From an optimization exercise on the open Yosys and OpenROAD flow, aimed at small area, a short achievable clock period and few clock cycles per item; shortcuts taken in it are not production practice.
In this exercise RTL edits were held to simulation tests only and were not proved equivalent to the original.
Power figures rest on the tool's default switching activity, not on a simulated workload.

## v42
// multiply_32
module multiply_32 #(parameter N=32) (clk, reset, enable, multiplier, multiplicand, ready, product_upper, product_lower);
Size in the first run: about 2,900 cells after synthesis, about 130 I/O pins, roughly 32,000 um^2 of cells after synthesis.
Settings: LEC_CHECK=0, CAP_MARGIN=20, CORE_MARGIN=2, CORE_UTILIZATION=70, CTS_BUF_LIST=sky130_fd_sc_hd__clkbuf_4 sky130_fd_sc_hd__clkbuf_8, PLACE_DENSITY=0.8, SLEW_MARGIN=20, SYNTH_HIERARCHICAL=1, SYNTH_MINIMUM_KEEP_SIZE=0; clock period 14.0 ns.
standard.sh (not shown) runs the stock make flow with config.mk's settings and CLKGATE_MAP_FILE= SYNTH_SCRIPT=/design/flow/synth_recipe.tcl, a recipe that flattens the netlist after the stock synthesis.
==> flow/flow/run.sh <==
#!/bin/bash
set -e
export BUFFER_PORTS_ARGS="-buffer_cell sky130_fd_sc_hd__buf_2"
export SKIP_BUFFER_REMOVAL=1
export SETUP_SLACK_MARGIN=7.5
bash standard.sh > standard.log 2>&1
Testbench counts of v42, summed over its fixed seeds: cycles 2,400, items 2,400.
For v46, these inputs were changed with respect to v42:
- CORE_UTILIZATION now 40, was 70
- PLACE_DENSITY no longer set, was 0.8
- CTS_BUF_LIST no longer set, was sky130_fd_sc_hd__clkbuf_4 sky130_fd_sc_hd__clkbuf_8
### Flow results
- When the final numbers for v46 and v42 were put side by side, the net switching share of the total power turned out to be smaller in v46.
- v42 vs v46, critical path capture point: product_upper[5] vs r[73]
- Switching power summed over all nets sits lower in v46 than in v42.
- Between v42 and v46, the cell depth of the worst hold path figures differ only marginally.
- Going from v42 to v46, clock-pin slew on the worst setup and hold paths has decreased; fmax climbed 2.1%; die area up about 70%.
- Run comparison: v42 launch point of the critical path r[65]; v46 launch point of the critical path multiplicand[10]
- Looking at average detailed-routed wire length per instance, v46 sits 11% below v42.
- Going from v42 to v46, the critical-path maximum fanout was found to have gone up by 4.
- Comparing v46 and v42, final cell utilization of the core is lower on v46.
- Relative to v42, total power of the final layout has gone up in v46.
Modified inputs, v30 compared to v46
- an added CTS_BUF_LIST of sky130_fd_sc_hd__clkbuf_4 sky130_fd_sc_hd__clkbuf_8
- an added PLACE_DENSITY of 0.7
- a change of CORE_UTILIZATION from 40 to 60
==> flow/flow/run.sh <==
#!/bin/bash
set -e
export BUFFER_PORTS_ARGS="-buffer_cell sky130_fd_sc_hd__buf_2"
export SKIP_BUFFER_REMOVAL=1
export SETUP_SLACK_MARGIN=7.3
bash standard.sh > standard.log 2>&1
==> comparison <==
v46 has a lower met3 wire length than v30.
Compared to v46, v30 has aggregate routed wire length about 9% lower.
Of v46 and v30, the higher worst setup slack belongs to v46.
Share of power burned in combinational logic (higher): v30
In the metrics for v46 and v30, the one carrying the higher total of cells resized after clock tree synthesis is v46.
Edits applied to the flow inputs when going from v30 to v9:
- swapping 60 for 50 in CORE_UTILIZATION
- swapping 0.7 for 0.65 in PLACE_DENSITY
==> flow/flow/run.sh <==
#!/bin/bash
set -e
export BUFFER_PORTS_ARGS="-buffer_cell sky130_fd_sc_hd__buf_2"
export SKIP_BUFFER_REMOVAL=1
export SETUP_SLACK_MARGIN=7.5
bash standard.sh > standard.log 2>&1
==> run summary <==
Compared with v30, in v9 sequential share of layout area down 0.27 points; total leakage power saw an increase. Global-route wire length before repair up 2.7% in v9 wrt v30. Going from v30 to v9, core utilization shows a reduction of 8.9 points; post-layout minimum cycle time decreased 89 ps; clock-cell share of area ~0 delta; total count of max-transition violations in the final report barely changed. v9: PASS, flow complete, no timing, DRC or antenna violations. v30: no failed stages, no open violations at the end.
Input-level comparison between v16 and v9:
- CORE_UTILIZATION now 60, was 50
- PLACE_DENSITY now 0.7, was 0.65
Notes after the runs:
- Re die footprint: v16 and v9 aren't equal, and the higher value belongs to v9.
- Power share of the clock group: v16 vs v9 — no meaningful difference
- Re minimum period implied by the final worst setup slack: v9 was higher than v16.
- v16 against v9: number of optimization iterations in the first detailed-route pass went up by 1; setup slack after layout went up by 81 ps.
- Changes observed in v16 relative to v9: internal power contribution decreased by 1.6% relative to the old numbers; headroom to the max-slew limit now larger; switching share of power now smaller; total power went down by 0.00019 W; clock-buffer cell count went down 1.
- Layout-stage area growth over the synthesis result for v16: 1.0 points down relative to v9

afterwards: timing with drivers on the ports:
Ports are ideal in the flow. The routed layouts listed here were re-timed in OpenROAD. Step 1 sets driving cells, clkbuf_16 on the clock port and buf_2 on the other inputs (assumed; they add their load-dependent delay and slew). Step 2 also shifts input and output timing later by t, the mid clock arrival at the registers, as if the neighbouring blocks saw the same clock. Three values: ideal ports, drivers, drivers and shift; two values: the first two.
| run | t (ns) | slack for setup (ns) | worst setup path at the end | slew at the worst register clock pin (ns) |
|---|---|---|---|---|
| v42 | 0.613 | 7.398 / 7.288 / 6.675 | input to register | 0.12 / 0.12 |
| v46 | 0.549 | 7.532 / 7.524 / 6.975 | input to register | 0.07 / 0.07 |
| v30 | 0.605 | 7.307 / 7.328 / 6.723 | input to register | 0.10 / 0.10 |
| v9 | 0.627 | 7.396 / 7.385 / 6.758 | input to register | 0.11 / 0.11 |
| v16 | 0.619 | 7.477 / 7.475 / 6.856 | input to register | 0.10 / 0.10 |
After both steps every run listed still meets setup and hold. The setup slack of v42, which loses most, moves by -0.110 ns with the drivers and by -0.723 ns with both steps.
